Context: an optimization exercise on an open-source flow, tuned for small area and a short achievable clock period. The choices shown serve that exercise and are no tape-out recipe.
In this exercise RTL edits were held to simulation tests only and were not proved equivalent to the original.
No activity file was given, so power comes from the tool's default toggle rates.

Design MyMain, start of the top module:
module MyMain( R, G, B,Vsync, Hsync,Display0, Display1, Display2, Display3, kyClk, kyData, clk,kd, c0, c1, c2, c3, rst);
export LEC_CHECK = 0
export CAP_MARGIN = 20
export CORE_MARGIN = 2
export CORE_UTILIZATION = 65
export CTS_BUF_LIST = sky130_fd_sc_hd__clkbuf_8
export CTS_CLUSTER_DIAMETER = 100
export CTS_CLUSTER_SIZE = 40
export PLACE_DENSITY = 0.8
export SLEW_MARGIN = 20
create_clock -name core_clock -period 125.0 [get_ports {clk}]
standard.sh (not shown) runs the stock make flow with config.mk's settings and CLKGATE_MAP_FILE= SYNTH_SCRIPT=/design/flow/synth_recipe.tcl, a recipe that flattens the netlist after the stock synthesis.
==> flow/flow/run.sh <==
#!/bin/bash
# The standard layout (the standard.sh, unchanged synthesis, floorplan,
# power grid, placement, clock tree and routing), with two settings of its
# own: the ports are buffered with a plain buffer, and timing repair is asked
# for a setup margin, so that it works on the paths from the inputs and to
# the outputs too, which the 125 ns clock leaves with a large slack.
set -o pipefail
export BUFFER_PORTS_ARGS="-buffer_cell sky130_fd_sc_hd__buf_2"
export SETUP_SLACK_MARGIN=99.1
bash standard.sh 2>&1 | tee standard.log
The starting point finished with timing, DRC and antenna clean.
==> next run, changes <==
--- a/flow/flow/run.sh
+++ b/flow/flow/run.sh
@@ -8,3 +8,3 @@
 export BUFFER_PORTS_ARGS="-buffer_cell sky130_fd_sc_hd__buf_2"
-export SETUP_SLACK_MARGIN=99.1
+export SETUP_SLACK_MARGIN=98.9
 bash standard.sh 2>&1 | tee standard.log
Settings changed: ABC_AREA set to 1.
Effect:
- die area is lower by 3.0%
- total power climbs by about 30%
- core utilization falls by 1.6 points
- routed wire length drops by 4.1%
- setup slack gets worse by 0.076 ns
- synthesized cell count went up by about 7%
- non-clock buffer count came out lower by 22
- register-to-register slack is better by 1.2 ns
- via count goes down by 1.7%
==> next run, changes <==
==> flow/flow/run.sh (replaced) <==
#!/bin/bash
# The standard layout (the standard.sh: unchanged synthesis, floorplan,
# power grid, placement, clock tree and routing), with the ports buffered by
# a plain buffer instead of the delay cell the port buffering picks by
# default.
set -o pipefail
export BUFFER_PORTS_ARGS="-buffer_cell sky130_fd_sc_hd__buf_2"
bash standard.sh 2>&1 | tee standard.log
Settings changed: ABC_AREA 1 to unset.
Outcome: Maximum frequency drops by about 1.6%; non-clock buffer count climbs by 1; power drops by 21%; design area climbs by 2.4%; clock skew drops by 0.0064 ns; utilization drops by 0.80 points; routed wire length climbs by about 2.3%; hold slack gets worse by 0.0050 ns; die area climbs by 3.1%.
==> next run, changes <==
==> flow/run.sh (new file) <==
#!/bin/bash
# synth_recipe.tcl (not shown) runs the flow's synth.tcl, then flattens the netlist and writes it again
# the make line also repeats each setting of config.mk as NAME=value (left out here)
make -C /OpenROAD-flow-scripts/flow DESIGN_CONFIG=/design/flow/config.mk WORK_HOME=/design/flow/orfs CLKGATE_MAP_FILE= SYNTH_SCRIPT=/design/flow/synth_recipe.tcl finish
Settings changed: CAP_MARGIN 20 to 0, SLEW_MARGIN 20 to 0.
removed: flow/flow/run.sh
removed: flow/standard.sh
Effect:
- The new run finished with timing, DRC and antenna clean
- flip-flop and latch count stays the same
- global-route usage climbs by 0.95 points
- fmax drops slightly


MyMain again, from the RTL that the note above started with.
// MyMain
module MyMain( R, G, B,Vsync, Hsync,Display0, Display1, Display2, Display3, kyClk, kyData, clk,kd, c0, c1, c2, c3, rst);
clock: 125.0 ns
lec_check: 0
cap_margin: 20
core_margin: 2
core_utilization: 65
cts_buf_list: sky130_fd_sc_hd__clkbuf_8
cts_cluster_diameter: 100
cts_cluster_size: 40
place_density: 0.8
slew_margin: 20
==> flow/flow/run.sh <==
#!/bin/bash
# The standard layout (the standard.sh, unchanged synthesis, floorplan,
# power grid, placement, clock tree and routing), with two settings of its
# own: the ports are buffered with a plain buffer, and timing repair is asked
# for a setup margin, so that it works on the paths from the inputs and to
# the outputs too, which the 125 ns clock leaves with a large slack.
set -o pipefail
export BUFFER_PORTS_ARGS="-buffer_cell sky130_fd_sc_hd__buf_2"
export SETUP_SLACK_MARGIN=98.9
bash standard.sh 2>&1 | tee standard.log
Rerun with:
--- a/flow/flow/run.sh
+++ b/flow/flow/run.sh
@@ -8,3 +8,3 @@
 export BUFFER_PORTS_ARGS="-buffer_cell sky130_fd_sc_hd__buf_2"
-export SETUP_SLACK_MARGIN=98.9
+export SETUP_SLACK_MARGIN=99.3
 bash standard.sh 2>&1 | tee standard.log
After rerunning: Register-to-register slack improves by 0.09 ns. Synthesized area stays the same. Via count grows by 2.4%. Maximum frequency barely changes. Power grows by 3.4%. Hold slack improves by 0.0040 ns. Clock-buffer cell count grows by 2. Utilization grows by 2.8 points.


05-08:
MyMain, a different RTL version from the one above (not shown whole).
Size: roughly 1400 cells after synthesis, ~130 flip-flops, ~70 I/O pins, roughly 0.012 mm2 of cells after synthesis.
export LEC_CHECK = 0
export CAP_MARGIN = 20
export CORE_MARGIN = 2
export CORE_UTILIZATION = 70
export CTS_BUF_LIST = sky130_fd_sc_hd__clkbuf_8
export CTS_CLUSTER_DIAMETER = 100
export CTS_CLUSTER_SIZE = 40
export PLACE_DENSITY = 0.85
export SLEW_MARGIN = 20
export TNS_END_PERCENT = 5
create_clock -name core_clock -period 125.0 [get_ports {clk}]
==> flow/flow/run.sh <==
#!/bin/bash
# Layout flow: the standard layout (standard.sh: the standard synthesis,
# floorplan, power grid, placement, clock tree and routing) with three
# settings of its own, passed to ORFS through the environment:
#  - the ports are buffered with a plain buffer (buf_2) instead of the delay
#    cell that port buffering picks by default;
#  - timing repair is asked for a setup margin of 98.9 ns, so that it also
#    works on the paths from the inputs and to the outputs, which the 125 ns
#    clock otherwise leaves with a large slack;
#  - the clock tree is built without dummy loads.
# The whole output of the flow goes to standard.log here, and ORFS writes each
# step's log under orfs/logs.
set -o pipefail
export BUFFER_PORTS_ARGS="-buffer_cell sky130_fd_sc_hd__buf_2"
export SETUP_SLACK_MARGIN=99.0
export CTS_ARGS="-sink_clustering_enable -repair_clock_nets -dont_use_dummy_load -sink_clustering_size 40 -sink_clustering_max_diameter 100 -buf_list sky130_fd_sc_hd__clkbuf_8"
bash standard.sh 2>&1 | tee standard.log
05-08 finished end to end and its layout was clean on timing, DRC and antenna.
> inputs changed (05-08 -> 04-11)
- CORE_UTILIZATION: 70 -> 65
- PLACE_DENSITY: 0.85 -> 0.8
diff --git a/flow/flow/run.sh b/flow/flow/run.sh
--- a/flow/flow/run.sh
+++ b/flow/flow/run.sh
@@ -15 +15 @@
-export SETUP_SLACK_MARGIN=99.0
+export SETUP_SLACK_MARGIN=98.9
==> comparison <==
In the flow results for 04-11 and 05-08, the area occupied by registers is smaller on 04-11. Between 04-11 and 05-08, the difference in required time of the critical path is negligible. Relative to 05-08, the switching part of the total of 04-11 is lower by 0.31 points. Compared with 05-08, 04-11 shows total length of routed wires that has gone down by a few percent. Side by side, core utilization turned out lower in 04-11 than in 05-08.

## what the ideal ports hide
The flow's constraints put no driver on any port. The routed layouts listed below were extracted and timed again, unchanged, in two steps.
Step 1 (the two cells are an assumption about what drives the block):
set clk [get_ports {clk}]
set_driving_cell -lib_cell sky130_fd_sc_hd__clkbuf_16 $clk
set_driving_cell -lib_cell sky130_fd_sc_hd__buf_2 [delete_from_list [all_inputs] $clk]
Step 2, shift: input delay + t, output delay - t, t = (earliest + latest rising clock arrival at the registers) / 2. This alone moves slack from input paths to output paths.
Slacks: ideal ports / drivers / drivers and shift; pairs: ideal ports / drivers.
run | t, ns | setup WS [ns] | worst setup path at the end | clock arrival spread, ns | pins driven straight from the clock port
the first run of note 1 | 0.512 | 99.020 / 98.980 / 98.580 | input to register | 0.009 / 0.009 | 1
the second run of note 1 | 0.502 | 98.944 / 98.903 / 98.500 | input to register | 0.016 / 0.016 | 1
the third run of note 1 | 0.508 | 98.531 / 98.549 / 98.041 | input to register | 0.010 / 0.010 | 1
the fourth run of note 1 | 0.506 | 98.411 / 98.374 / 97.996 | input to register | 0.013 / 0.013 | 1
the first run of note 2 | 0.512 | 98.948 / 98.905 / 98.504 | input to register | 0.011 / 0.011 | 1
the second run of note 2 | 0.520 | 99.024 / 98.980 / 98.807 | input to register | 0.018 / 0.019 | 1
05-08 | 0.487 | 98.937 / 98.897 / 98.547 | input to register | 0.034 / 0.034 | 1
04-11 | 0.485 | 98.862 / 98.826 / 98.423 | input to register | 0.035 / 0.035 | 1
After both steps every run listed still meets setup and hold. For the third run of note 1, which loses most, drivers alone change the setup slack by +0.018 ns; drivers and shift together by -0.490 ns.
